Background: an optimization exercise with open tools, aiming at small area and a short achievable clock period. Do not read the settings as production practice. At most, simulation tests tie the RTL to the original design; equivalence was not proved. Only the layout flow was run in run 2; the RTL was not checked for function there.

## flow/design.v (module list and top-level ports; edited modules follow where they fit)
// module Horner: 1253 lines
module Horner(input clk,
              input rst,
              input [31:0] x,
              input [31:0] cn,
              output wire [31:0] z);
  // ...
==> flow/flow/run.sh <==
#!/bin/bash
set -euo pipefail
R=orfs/results/$FLOW_PLATFORM/Horner/base
bash standard.sh synth > synth.log 2>&1
cp $R/1_2_yosys.v $R/1_2_yosys.std.v
python3 flow/mapnet.py "$FLOW_DESIGN" $R/1_2_yosys.map.v > mapnet.log 2>&1
regs() { grep -o 'dfxtp_1 \\[^ ]*' "$1" | sort; }
if [[ "$(regs $R/1_2_yosys.std.v)" == "$(regs $R/1_2_yosys.map.v)" ]]; then
  echo "registers match: using the mapped netlist" >> mapnet.log
  cp $R/1_2_yosys.map.v $R/1_2_yosys.v
else
  echo "registers differ: using the standard netlist" >> mapnet.log
  python3 flow/fixinv.py $R/1_2_yosys.std.v $R/1_2_yosys.v > fixinv.log 2>&1
fi
rm -f $R/1_synth.odb $R/1_synth.sdc
# port buffers: plain buffers rather than the delay cells buffer_ports picks by default
export BUFFER_PORTS_ARGS="-buffer_cell sky130_fd_sc_hd__buf_2"
bash standard.sh finish > layout.log 2>&1
==> flow/flow/fixinv.py <==
#!/usr/bin/env python3
"""Remove the inverters that synthesis leaves between full adders.

A full adder is self-dual: FA(~a, ~b, ~c) = (~cout, ~sum).  Each full adder
may therefore be flipped (take complemented inputs, give complemented
outputs) without changing what the circuit computes.  This chooses flips
that minimise the inverters needed, removes the plain inverters and adds
back one inverter per signal that still needs its complement.

usage: fixinv.py IN.v OUT.v
"""
import re, sys, collections, os
NOXOR = os.environ.get("NOXOR") == "1"   # debugging: flip full adders only

INV = "sky130_fd_sc_hd__inv_1"
FA = re.compile(r"sky130_fd_sc_hd__fa_\d+$")
FA_IN, FA_OUT = ("A", "B", "CIN"), ("COUT", "SUM")
OUT_PINS = {"X", "Y", "Q", "Q_N", "SUM", "COUT", "HI", "LO"}

src = open(sys.argv[1]).read()
src = re.sub(r"\(\*.*?\*\)", "", src, flags=re.S)
m = re.search(r"\bmodule\b.*?\bendmodule\b", src, re.S)
body = m.group(0)

inst_re = re.compile(r"^\s*(sky130_fd_sc_hd__\w+)\s+(\S+)\s*\((.*?)\);\s*$", re.S | re.M)
pin_re = re.compile(r"\.(\w+)\(\s*([^()]*?)\s*\)")
cells = []
for im in inst_re.finditer(body):
    pins = [(p, n) for p, n in pin_re.findall(im.group(3))]
    cells.append({"type": im.group(1), "name": im.group(2), "pins": pins, "span": im.span()})

locked = set()
for am in re.finditer(r"^\s*assign\s+(.*?);", body, re.M | re.S):
    for tok in re.findall(r"\\\S+|[A-Za-z_][\w$]*(?:\s*\[\d+\])?", am.group(1)):
        locked.add(re.sub(r"\s+", "", tok))
for dm in re.finditer(r"^\s*(input|output|inout)\b(.*?);", body, re.M | re.S):
    for tok in re.findall(r"\\\S+|[A-Za-z_][\w$]*", dm.group(2)):
        locked.add(tok)
def base(n):
    return re.sub(r"\s*\[\d+\]$", "", n)
def is_locked(n):
    return n in locked or base(n) in locked

driver = {}
for c in cells:
    for p, n in c["pins"]:
        if p in OUT_PINS:
            driver[n] = (c, p)

# removable inverters: plain inverters whose nets are not locked
removable = set()
for c in cells:
    if c["type"] == INV:
        d = dict(c["pins"])
        if not is_locked(d["Y"]) and not is_locked(d["A"]):
            removable.add(c["name"])
inv_in = {}
for c in cells:
    if c["name"] in removable:
        d = dict(c["pins"])
        inv_in[d["Y"]] = d["A"]

def trace(n):
    p = 0
    while n in inv_in:
        n = inv_in[n]; p ^= 1
    return n, p

XO = re.compile(r"sky130_fd_sc_hd__x(n?)or2_(\d+)$")
fas = [c for c in cells if FA.match(c["type"]) or (XO.match(c["type"]) and not NOXOR)]
fa_idx = {c["name"]: i for i, c in enumerate(fas)}
flip = [0] * len(fas)
lockfa = [0] * len(fas)
root_fa = {}
for i, c in enumerate(fas):
    for p, n in c["pins"]:
        if p in FA_OUT or (p in ("X", "Y") and XO.match(c["type"])):
            root_fa[n] = i
            if is_locked(n):
                lockfa[i] = 1

# consumers: (cell index, pin index, root, parity, fa index or -1)
cons = []
by_root = collections.defaultdict(list)
fa_cons = collections.defaultdict(list)
for ci, c in enumerate(cells):
    if c["name"] in removable:
        continue
    for pi, (p, n) in enumerate(c["pins"]):
        if p in OUT_PINS or n == "" or n.startswith("1'"):
            continue
        r, par = trace(n)
        j = fa_idx.get(c["name"], -1) if (p in FA_IN and FA.match(c["type"])) else -1
        k = len(cons)
        cons.append((ci, pi, r, par, j))
        by_root[r].append(k)
        if j >= 0:
            fa_cons[j].append(k)

def need(k):
    ci, pi, r, par, j = cons[k]
    q = par
    if r in root_fa:
        q ^= flip[root_fa[r]]
    if j >= 0:
        q ^= flip[j]
    return q

def root_cost(r):
    return 1 if any(need(k) for k in by_root[r]) else 0

def fa_roots(i):
    rs = set(cons[k][2] for k in fa_cons[i])
    for p, n in fas[i]["pins"]:
        if p in FA_OUT or (p in ("X", "Y") and XO.match(fas[i]["type"])):
            rs.add(n)
    return rs

import random
random.seed(1)
before = sum(root_cost(r) for r in by_root)
order = [i for i in range(len(fas)) if not lockfa[i]]
cur = before
best = (cur, list(flip))
T = 1.0
for it in range(60000):
    i = random.choice(order)
    rs = fa_roots(i)
    old = sum(root_cost(r) for r in rs)
    flip[i] ^= 1
    new = sum(root_cost(r) for r in rs)
    d = new - old
    if d <= 0 or random.random() < pow(2.718, -d / T):
        cur += d
        if cur < best[0]:
            best = (cur, list(flip))
    else:
        flip[i] ^= 1
    T = max(0.05, T * 0.9999)
flip = best[1]
improved = True
passes = 0
while improved and passes < 50:
    improved = False; passes += 1
    for i in range(len(fas)):
        if lockfa[i]:
            continue
        rs = fa_roots(i)
        old = sum(root_cost(r) for r in rs)
        flip[i] ^= 1
        new = sum(root_cost(r) for r in rs)
        if new < old:
            improved = True
        else:
            flip[i] ^= 1
after = sum(root_cost(r) for r in by_root)

# rewrite
newpins = {ci: list(c["pins"]) for ci, c in enumerate(cells)}
invnet = {}
for k in range(len(cons)):
    ci, pi, r, par, j = cons[k]
    if need(k):
        if r not in invnet:
            invnet[r] = f"fixinv_{len(invnet)}"
        net = invnet[r]
    else:
        net = r
    p, _ = newpins[ci][pi]
    newpins[ci][pi] = (p, net)
# flipped full adders need no pin change: their outputs keep their nets,
# which now carry the complement, and consumers were resolved above.

out = []
pos = 0
for ci, c in enumerate(cells):
    s, e = c["span"]
    out.append(body[pos:s])
    pos = e
    if c["name"] in removable:
        continue
    pins = ",\n".join(f"    .{p}({n})" for p, n in newpins[ci])
    ty = c["type"]
    xm = XO.match(ty)
    if xm and c["name"] in fa_idx and flip[fa_idx[c["name"]]]:
        ty = f"sky130_fd_sc_hd__x{'' if xm.group(1) else 'n'}or2_{xm.group(2)}"
        opin = "X" if xm.group(1) else "Y"     # xor2 drives X, xnor2 drives Y
        pins = ",\n".join(f"    .{opin if p in ('X', 'Y') else p}({n})" for p, n in newpins[ci])
    out.append(f"  {ty} {c['name']} (\n{pins}\n  );\n")
rest = body[pos:]
extra = []
for r, n in invnet.items():
    extra.append(f"  wire {n};\n")
for r, n in invnet.items():
    extra.append(f"  {INV} {n}_cell (\n    .A({r}),\n    .Y({n})\n  );\n")
rest = rest.replace("endmodule", "".join(extra) + "endmodule", 1)
newbody = "".join(out) + rest
open(sys.argv[2], "w").write(src[:m.start()] + newbody + src[m.end():])
print(f"fixinv: {len(fas)} full adders/xors, {sum(flip)} flipped; "
      f"{len(removable)} inverters removed, {len(invnet)} added "
      f"(cost {before} -> {after}, {passes} passes)")
==> flow/flow/mapnet.py <==
#!/usr/bin/env python3
"""Map the generated Horner RTL (rtl/Horner1.v, written by gen/gen.py) straight
to sky130hd cells, one cell per operator of the RTL's structure: full and half
adders where the RTL has them, a22oi+xnor2 Booth selectors, a Kogge-Stone adder.
Registers keep the names and cell type the standard synthesis gives them
(\\<reg>$_DFF_P_, sky130_fd_sc_hd__dfxtp_1).

usage: mapnet.py RTL.v OUT.v"""
import re, sys

P = "sky130_fd_sc_hd__"
src = open(sys.argv[1]).read()
stmts = [s.strip() for s in re.sub(r"//[^\n]*", "", src).split(";")]

cells = []            # (type, instance, [(pin, net)])
alias = {}            # rtl name -> net
consts = {}           # rtl name -> constant value
nets = set()
regs = []             # (name, source)
counter = [0]

def net(s):
    s = s.strip()
    while s in alias:
        s = alias[s]
    m = re.match(r"(am|cq|acc)\[(\d+)\]$", s)
    if m:
        if m.group(1) == "acc":
            return net(f"acc_{m.group(2)}")
        return f"{m.group(1)}_{m.group(2)}"
    return s

def new(prefix="n"):
    counter[0] += 1
    return f"_{prefix}{counter[0]}_"

def cell(ty, pins):
    for p, n in pins:
        if not re.match(r"(x|cn|z)\[\d+\]$|clk$|rst$", n):
            nets.add(n)
    cells.append((P + ty, f"m{len(cells)}", pins))

# --- expression parsing with constant folding ---------------------------------
def tokens(e):
    return re.findall(r"1'b[01]|[A-Za-z_][\w]*(?:\[\d+\])?|[~&|^()]", e)

def parse(e):
    toks = tokens(e); pos = [0]
    def peek():
        return toks[pos[0]] if pos[0] < len(toks) else None
    def eat():
        pos[0] += 1; return toks[pos[0] - 1]
    def prim():
        t = eat()
        if t == "~":
            return ("not", prim())
        if t == "(":
            v = orr(); assert eat() == ")"; return v
        if t == "1'b0":
            return 0
        if t == "1'b1":
            return 1
        if t in consts:
            return consts[t]
        return t
    def band():
        v = prim()
        while peek() == "&":
            eat(); v = ("and", v, prim())
        return v
    def bxor():
        v = band()
        while peek() == "^":
            eat(); v = ("xor", v, band())
        return v
    def orr():
        v = bxor()
        while peek() == "|":
            eat(); v = ("or", v, bxor())
        return v
    v = orr(); assert pos[0] == len(toks), e
    return fold(v)

def fold(v):
    if not isinstance(v, tuple):
        return v
    if v[0] == "not":
        a = fold(v[1])
        return 1 - a if isinstance(a, int) else ("not", a)
    a, b = fold(v[1]), fold(v[2])
    if v[0] == "and":
        if a == 0 or b == 0: return 0
        if a == 1: return b
        if b == 1: return a
    if v[0] == "or":
        if a == 1 or b == 1: return 1
        if a == 0: return b
        if b == 0: return a
    if v[0] == "xor":
        if a == 0: return b
        if b == 0: return a
    return (v[0], a, b)

def emit(v, out=None):
    """Generic mapping of a folded expression; returns the net holding it."""
    if isinstance(v, str):
        n = net(v)
        if out is None:
            return n
        cell("buf_1", [("A", n), ("X", out)]); return out
    assert not isinstance(v, int), "constant"
    o = out or new()
    op = v[0]
    if op == "not":
        cell("inv_1", [("A", emit(v[1])), ("Y", o)]); return o
    # a | (b & c)  -> a21o
    if op == "or" and isinstance(v[2], tuple) and v[2][0] == "and":
        cell("a21o_1", [("A1", emit(v[2][1])), ("A2", emit(v[2][2])), ("B1", emit(v[1])), ("X", o)]); return o
    ty = {"and": "and2_1", "or": "or2_1", "xor": "xor2_1"}[op]
    cell(ty, [("A", emit(v[1])), ("B", emit(v[2])), ("X", o)])
    return o

def xor_tree(ins, out):
    ins = [net(i) for i in ins]
    while len(ins) > 2:
        o = new(); cell("xor2_1", [("A", ins[0]), ("B", ins[1]), ("X", o)])
        ins = ins[2:] + [o]
    cell("xor2_1", [("A", ins[0]), ("B", ins[1]), ("X", out)])

defs = {}
order = []
for s in stmts:
    m = re.match(r"(?:wire|assign)\s+(?:\[31:0\]\s+)?([\w\[\]]+)\s*=\s*(.*)$", s, re.S)
    if m:
        defs[m.group(1)] = m.group(2).strip(); order.append(m.group(1)); continue
    m = re.match(r"(?:always @\(posedge clk\) begin\s*)?(a\d+_\d+)\s*<=\s*(\S+)$", s)
    if m:
        regs.append((m.group(1), m.group(2)))

done = set()
for name in order:
    e = defs[name]
    if name in done:
        continue
    if name == "z":                       # assign z = acc
        continue
    if name in ("am", "cq"):              # X & {32{~rst}}
        srcn = e.split("&")[0].strip()
        if srcn == "acc":
            continue                       # after acc is mapped, below
        for k in range(32):
            s = net(f"acc[{k}]") if srcn == "acc" else f"cn[{k}]"
            cell("nor2b_1", [("A", "rst"), ("B_N", s), ("Y", f"{name}_{k}")])
        continue
    m = re.match(r"acc\[(\d+)\]$", name)
    if m:                                  # assign acc[k] = p ^ c
        k = int(m.group(1))
        v = parse(e)
        if isinstance(v, str):
            alias[f"acc_{k}"] = net(v)
        else:
            emit(v, f"z[{k}]"); alias[f"acc_{k}"] = f"z[{k}]"
        continue
    m = re.match(r"(fs|hs)(\d+)$", name)
    if m:                                  # full / half adder
        co = ("fc" if m.group(1) == "fs" else "hc") + m.group(2)
        ins = [t for t in tokens(e) if t not in "^"]
        if co in defs:
            if m.group(1) == "fs":
                cell("fa_1", [("A", net(ins[0])), ("B", net(ins[1])), ("CIN", net(ins[2])),
                              ("COUT", co), ("SUM", name)])
            else:
                cell("ha_1", [("A", net(ins[0])), ("B", net(ins[1])), ("COUT", co), ("SUM", name)])
            done.add(co)
        else:
            xor_tree(ins, name)
        continue
    if re.match(r"(fc|hc)\d+$", name):     # carry without its sum (never expected)
        emit(parse(e), name); continue
    m = re.match(r"one(\d+)$", name)
    if m:
        v = parse(e)
        if isinstance(v, str):
            alias[name] = net(v)
        else:
            cell("xor2_1", [("A", net(v[1])), ("B", net(v[2])), ("X", name)])
        continue
    m = re.match(r"two(\d+)$", name)
    if m:
        i = int(m.group(1))
        if i == 0:                         # b2 & ~b1
            v = parse(e)
            cell("nor2b_1", [("A", net(v[2][1])), ("B_N", net(v[1])), ("Y", name)])
        else:                              # two = ~(b1 ^ b0) & (b2 ^ b1) = nor(one, xnor(b2, b1))
            b2, b1 = f"x[{2*i+1}]", f"x[{2*i}]"
            t = new("tw")
            cell("xnor2_1", [("A", b2), ("B", b1), ("Y", t)])
            cell("nor2_1", [("A", net(f"one{i}")), ("B", t), ("Y", name)])
        continue
    m = re.match(r"neg(\d+)$", name)
    if m:
        i = int(m.group(1))
        v = parse(e)
        if isinstance(v, str):
            alias[name] = net(v)
        else:                              # b2 & ~(b1 & b0)
            cell("a21boi_0", [("A1", f"x[{2*i}]"), ("A2", f"x[{2*i-1}]"), ("B1_N", f"x[{2*i+1}]"), ("Y", name)])
        continue
    m = re.match(r"pp(\d+)_(\d+)$", name)
    if m:
        i, j = int(m.group(1)), int(m.group(2))
        y = new("sel")
        if j == 0:
            cell("nand2_1", [("A", net(f"one{i}")), ("B", net("am[0]")), ("Y", y)])
        else:
            cell("a22oi_1", [("A1", net(f"one{i}")), ("A2", net(f"am[{j}]")),
                             ("B1", net(f"two{i}")), ("B2", net(f"am[{j-1}]")), ("Y", y)])
        cell("xnor2_1", [("A", y), ("B", net(f"neg{i}")), ("Y", name)])
        continue
    m = re.match(r"p(\d+)$", name)
    if m:
        ins = [t for t in tokens(e) if t != "^"]
        if len(ins) > 2:
            xor_tree(ins, name); continue
    v = parse(e)
    if isinstance(v, int):
        consts[name] = v
    elif isinstance(v, str):
        alias[name] = net(v)
    else:
        emit(v, name)

if "am" in defs:
    for k in range(32):
        cell("nor2b_1", [("A", "rst"), ("B_N", net(f"acc[{k}]")), ("Y", f"am_{k}")])
for r, s in regs:
    cells.append((P + "dfxtp_1", f"\\{r}$_DFF_P_ ", [("CLK", "clk"), ("D", net(s)), ("Q", r)]))
    nets.add(r)
# outputs that ended up as aliases get a buffer
for k in range(32):
    n = net(f"acc_{k}")
    if n != f"z[{k}]":
        cell("buf_1", [("A", n), ("X", f"z[{k}]")])

o = ["module Horner(clk, rst, x, cn, z);", "  input clk;", "  input rst;", "  input [31:0] x;",
     "  input [31:0] cn;", "  output [31:0] z;"]
for n in sorted(nets):
    o.append(f"  wire {n};")
for ty, nm, pins in cells:
    o.append(f"  {ty} {nm} (" + ", ".join(f".{p}({n})" for p, n in pins) + ");")
o.append("endmodule")
open(sys.argv[2], "w").write("\n".join(o) + "\n")
print(f"mapnet: {len(cells)} cells, {len(regs)} registers")
==> flow/standard.sh <==
#!/bin/bash
# synth_recipe.tcl (not shown) runs the flow's synth.tcl, then flattens the netlist and writes it again
# the make line also repeats each setting of config.mk as NAME=value (left out here)
make -C /OpenROAD-flow-scripts/flow DESIGN_CONFIG=/design/flow/config.mk WORK_HOME=/design/flow/orfs CLKGATE_MAP_FILE= SYNTH_SCRIPT=/design/flow/synth_recipe.tcl "${@:-finish}"
==> flow/config.mk <==
export PLATFORM = sky130hd
export DESIGN_NAME = Horner
export DESIGN_NICKNAME = Horner
export VERILOG_FILES = /design/flow/design.v
export SDC_FILE = /design/flow/constraint.sdc
export NUM_CORES = 4
export LEC_CHECK = 0
export CAP_MARGIN = 20
export CORE_MARGIN = 2
export CORE_UTILIZATION = 60
export PLACE_DENSITY = 0.7
export SETUP_SLACK_MARGIN = 2.5
export SLEW_MARGIN = 20
==> flow/constraint.sdc <==
create_clock -name core_clock -period 8.5 [get_ports {clk}]
set_input_delay 1.7000 -clock core_clock [delete_from_list [all_inputs] [get_ports {clk}]]
set_output_delay 1.7000 -clock core_clock [all_outputs]
set_load 0.01 [all_outputs]
==> impl_metrics.ini, run 1 <==
[yosys]
synth_area_per_cell_sq_um = 10.7
synth_fp_nets = 1540
ys_warn_count = 1
syn_inst = 1218

[clock_tree]
ctsHoldBuffers = 0
cts_resized = 10

[sta]
period_minus_slack_ns = 5.89
holdWs_ns = 1.21
grt_setup_unrepaired = false
fmax_mhz = 170

[critical_path]
cp.depth = 12
crit_chain = buf_6, nor2b_2, buf_4, a22oi_1, xnor2_1, fa_1, fa_1, fa_1, fa_1, fa_1, fa_1, ha_1
rrSetupSlack_ns = 2.72
cp.buffers_inverters = 2
crit_start = rst
setup.worst_path.end = a28_1
cp_max_fo = 28
r2r_cells = 17
reg2reg_to = a30_1

[route]
met2_length_um = 20300
drc_errors = 0
wl_per_cell_um = 25.7
routed_via_density = 6.62
drtIter0Drc = 1095
wl_met1_um = 15800

[layout]
clock_area_share_pct = 1.01
drive_gt1_share_pct = 15.9
multi_input_cells = 1164
buffers_excl_clock = 167
seq_cell_count = 49

[global_route]
antenna_found_initial = 0
grt_max_degree = 34

[hold_path]
whs_endpoint = a0_0
min_path_type = reg -> reg

[floorplanning]
initial_core_util_pct = 61.3
dieArea_sq_um = 22800
core_sq_um = 21200

[outcome]
run_status = complete, no violations
==> inputs of run 2 (changes only) <==
--- a/flow/design.v
+++ b/flow/design.v
@@ -46,17 +46,16 @@
     reg  a28_0;
     reg  a28_1;
     reg  a29_0;
     reg  a29_1;
     reg  a30_0;
     reg  a30_1;
     reg  a31_0;
     reg  a31_1;
-    reg  a31_2;
     wire [31:0] acc;
     wire [31:0] cq = cn & {32{~rst}};
     assign z = acc;
     wire [31:0] am = acc & {32{~rst}};
     wire p6 = a6_0 ^ a6_1;
     wire g6 = a6_0 & a6_1;
     wire p10 = a10_0 ^ a10_1;
     wire g10 = a10_0 & a10_1;
@@ -81,17 +80,17 @@
     wire p27 = a27_0 ^ a27_1;
     wire g27 = a27_0 & a27_1;
     wire p28 = a28_0 ^ a28_1;
     wire g28 = a28_0 & a28_1;
     wire p29 = a29_0 ^ a29_1;
     wire g29 = a29_0 & a29_1;
     wire p30 = a30_0 ^ a30_1;
     wire g30 = a30_0 & a30_1;
-    wire p31 = a31_0 ^ a31_1 ^ a31_2;
+    wire p31 = a31_0 ^ a31_1;
     wire G1_1 = 1'b0 | (a1_0 & 1'b0);
     wire G1_2 = 1'b0 | (a2_0 & 1'b0);
     wire P1_2 = a2_0 & a1_0;
     wire G1_3 = 1'b0 | (a3_0 & 1'b0);
     wire P1_3 = a3_0 & a2_0;
     wire G1_4 = 1'b0 | (a4_0 & 1'b0);
     wire P1_4 = a4_0 & a3_0;
     wire G1_5 = 1'b0 | (a5_0 & 1'b0);
@@ -1175,35 +1174,36 @@
     wire t3 = pp10_11 ^ pp9_13;
     wire t4 = t0 ^ pp8_15;
     wire t5 = pp3_25 ^ pp4_23;
     wire t6 = pp2_27 ^ pp1_29;
     wire t7 = pp0_31 ^ pp5_21;
     wire t8 = pp6_19 ^ pp7_17;
     wire t9 = t1 ^ t2;
     wire t10 = t3 ^ t4;
-    wire t11 = t5 ^ t6;
-    wire t12 = t7 ^ t8;
-    wire t13 = t9 ^ t10;
-    wire t14 = t11 ^ t12;
-    wire t15 = t13 ^ t14;
-    wire t16 = fc226 ^ fc227;
-    wire t17 = fc228 ^ fc229;
-    wire t18 = fc230 ^ fc231;
-    wire t19 = t16 ^ t17;
-    wire t20 = t18 ^ fc232;
-    wire t21 = t19 ^ fc233;
-    wire t22 = fc234 ^ t20;
-    wire t23 = t21 ^ t22;
-    wire t24 = fc235 ^ fc236;
-    wire t25 = t23 ^ t24;
-    wire t26 = fc237 ^ t25;
-    wire t27 = fc238 ^ t26;
-    wire t28 = t27 ^ fc239;
-    wire t29 = t28 ^ fc240;
+    wire t11 = t5 ^ fc226;
+    wire t12 = t6 ^ t7;
+    wire t13 = t8 ^ t9;
+    wire t14 = fc227 ^ t10;
+    wire t15 = fc228 ^ t11;
+    wire t16 = t12 ^ fc229;
+    wire t17 = fc230 ^ t13;
+    wire t18 = fc231 ^ t14;
+    wire t19 = t15 ^ t16;
+    wire t20 = t17 ^ t18;
+    wire t21 = fc232 ^ t19;
+    wire t22 = fc233 ^ t20;
+    wire t23 = fc234 ^ t21;
+    wire t24 = t22 ^ t23;
+    wire t25 = fc235 ^ fc236;
+    wire t26 = t24 ^ t25;
+    wire t27 = fc237 ^ t26;
+    wire t28 = fc238 ^ t27;
+    wire t29 = t28 ^ fc239;
+    wire t30 = t29 ^ fc240;
     always @(posedge clk) begin
         a0_0 <= fs0;
         a1_0 <= fs1;
         a2_0 <= fs3;
         a3_0 <= fs5;
         a4_0 <= fs8;
         a5_0 <= fs11;
         a6_0 <= hs0;
@@ -1241,13 +1241,12 @@
         a27_0 <= hc10;
         a27_1 <= hs11;
         a28_0 <= hc11;
         a28_1 <= hs12;
         a29_0 <= hc12;
         a29_1 <= hs13;
         a30_0 <= hc13;
         a30_1 <= hs14;
-        a31_0 <= t15;
-        a31_1 <= t29;
-        a31_2 <= hc14;
+        a31_0 <= t30;
+        a31_1 <= hc14;
     end
 endmodule
--- a/flow/flow/run.sh
+++ b/flow/flow/run.sh
@@ -8,11 +8,9 @@
 if [[ "$(regs $R/1_2_yosys.std.v)" == "$(regs $R/1_2_yosys.map.v)" ]]; then
   echo "registers match: using the mapped netlist" >> mapnet.log
   cp $R/1_2_yosys.map.v $R/1_2_yosys.v
 else
   echo "registers differ: using the standard netlist" >> mapnet.log
   python3 flow/fixinv.py $R/1_2_yosys.std.v $R/1_2_yosys.v > fixinv.log 2>&1
 fi
 rm -f $R/1_synth.odb $R/1_synth.sdc
-# port buffers: plain buffers rather than the delay cells buffer_ports picks by default
-export BUFFER_PORTS_ARGS="-buffer_cell sky130_fd_sc_hd__buf_2"
 bash standard.sh finish > layout.log 2>&1
==> run 2 against run 1 <==
- hold slack got worse by 0.067 ns
- count of clock-buffer cells in the layout is 1 higher
- clock skew grew 0.0044 ns
- via count rose by 2.7%
- die area down 0.15%
- final area rose by 8.0%
- core utilization up 5.8 points
- first-iteration DRC count up 5.8%
- critical path type unchanged
==> impl_metrics.ini, run 2 <==
[placed_design]
globalplace.congestion = 0.982
preCtsSetupSlack_ns = 1.30
portBuffers = 97
placed_cell_area_sq_um = 14800
place_hpwl_um = 31900

[sta]
worst_pin_slew_ns = 1.03
fmax_mhz = 170
finClkSkew_ns = 0.0105
finalCritPeriodShare_pct = 69.4
finalSetupViolations = 0
finalSetupTns_ns = 0
slew_viol_final = 0
final.setup.worst_slack_ns = 2.60
relSlewSlack_pct = 30.7
grt_setup_unrepaired = true
period_minus_slack_ns = 5.90
hold_viol = 0

[global_route]
grt_max_degree = 42
antenna_found_initial = 0
grt_pass1_wl_um = 67200
grt_usage_pct = 39.7
grt_pass1_vias = 11600
overflow = 0

[clock_tree]
cts.clk_slew.worst_paths_ns = 0.07
clockRootBuffer = clkbuf_16
h-tree-depth = 2
clockBufferDepth = 2
cts_buffers = 5
clkSinkCount = 48
cts_tree = done
clock_latency_ns = 0.31

[floorplanning]
initial_core_util_pct = 61.4
dieArea_sq_um = 22800
die_w_um = 151
die_h_um = 151
core.rowCount = 53
core_sq_um = 21100
ios = 98

[route]
wl_um = 44000
wl_per_cell_um = 25.7
dr_total_vias = 11300
drc_errors = 0
drtIter0Drc = 1158
routed_via_density = 6.62
drt_pass1_iterations = 6
ant_nets = 0

[hold_path]
min_path_type = reg -> reg

[layout]
final_nets = 1755
layout_commonest_cell = xnor2_1
drive_gt1_share_pct = 13.2
syn_to_final_growth_pct = 23.4
final_cell_area_sq_um = 16000
antenna_cells = 0
fill_cells = 1537
layout_common_cells = xnor2_1, a22oi_1, fa_1

[critical_path]
cp-end-kind = register
worstPathRequired_ns = 8.69
critPathKind = in -> reg
cpMostUsedCell = fa_1
cp_max_fo = 5
crit_chain = clkdlybuf4s50_1, xnor2_1, nor2_4, a22oi_1, xnor2_1, fa_1, fa_1, fa_1, fa_1, fa_1, fa_1, ha_1
crit_arrival_ns = 6.09
crit_slowest_cell = fa_1
setup.worst_path.start_class = input port
max_stage_delay_ns = 0.56

[yosys]
synth_area_per_cell_sq_um = 10.6
ys_warn_count = 1
synth_area_sq_um = 13000
synth_fp_nets = 1539
syn_inst = 1217

[flow_run]
maxCapViolations = 0

[outcome]
run_status = complete, no violations
[run 2: cell types whose count changed in the layout (fill, tap and decap cells not counted), sizes merged, moves of 5 or more]
cell / before / now
clkbuf: 5 / 10
dlygate4sd2: 0 / 6
buf: 167 / 115
dlymetal6s2s: 0 / 13
clkdlybuf4s50: 0 / 70
[run 2: stage by stage]
stage / instances / util (%) / hold slack [ns]
2_1_floorplan: 1217 / - / 0.974
3_3_place_gp: 1634 / 70.2 / 1.15
3_5_place_dp: 1634 / 70.2 / 1.17
4_1_cts: 1693 / 74.5 / 1.13
5_1_grt: 1709 / 75.8 / 1.21
6_report: 1709 / 75.8 / 1.14
[run 2: path summary, 6_finish.rpt]
path	startpoint	endpoint	slack (ns)	depth (start not counted)
min reg2reg	a1_0	a1_0	1.14	4
min	a1_0	a1_0	1.14	4
max reg2reg	a13_0	a30_1	2.73	16
max	x[27]	a28_1	2.60	12
[run 2: timing repair]
| action | CTS | global route |
|---|---|---|
| setup endpoints to repair | 37 | 24 |
| buffers inserted | 46 | 15 |
| hold buffers | 0 | 0 |
| pin swaps | 15 | 12 |
| gates resized for setup | 67 | 46 |
| cloned | 5 | 1 |
[run 2: area by class of cell]
cell class | instances | area (sq um) | share of cell area (%)
clock buffer | 6 | 129 | 0.806
clock inverter | 2 | 35.0 | 0.219
multi-input combinational | 1168 | 12600 | 78.5
sequential | 48 | 961 | 6.01
tap | 275 | 344 | 2.15
timing repair buffer | 210 | 1960 | 12.3
[run 2: per-layer routing]
layer  wire [um]  track usage [%]  part of all wire (%)  up-vias
met2       21000             65.4                    48      749
met4        2270             17.7                   5.2        0
met1       16200             50.5                    37     5671
li1            -                -                     -     4728
met3        4530             8.83                    10      167
met5           0                0                     0        -
[run 2: worst max-delay path, delay by kind of cell]
kind | cells | cell delay [ns]
adder cells (fa/ha/maj) | 7 | 3.08
buffers and inverters | 1 | 0.54
AND/OR/NAND/NOR | 1 | 0.08
XOR/XNOR | 2 | 0.50
AO/OA/AOI/OAI | 1 | 0.19

==> static timing again, ports no longer ideal <==
No port has a modelled driver above. Below, the same layouts with a new extraction and two added sets of constraints.
Step 1: set_driving_cell puts a clkbuf_16 on clk and a buf_2 on each other input, an assumption about the parent block.
Step 2 adds t to the input delays and takes it off the output delays; t is the mean of the earliest and latest rising clock arrival at the registers after step 1. Input paths then give back, and output paths get back, about the clock's delay inside the block.
Three values: ideal, step 1, step 2; two values: the first two.
| run | shift t [ns] | setup WS [ns] | worst setup path at the end | worst register clock-pin slew, ns | worst data-port slew with drivers (ns) |
|---|---|---|---|---|---|
| run 1 | 0.349 | 2.605 / 2.622 / 2.273 | input to register | 0.07 / 0.07 | 0.04 |
| run 2 | 0.349 | 2.604 / 2.622 / 2.273 | input to register | 0.08 / 0.08 | 0.08 |
After both steps every run listed still meets setup and hold. The setup slack of run 1, which loses most, moves by +0.017 ns with the drivers and by -0.332 ns with both steps.
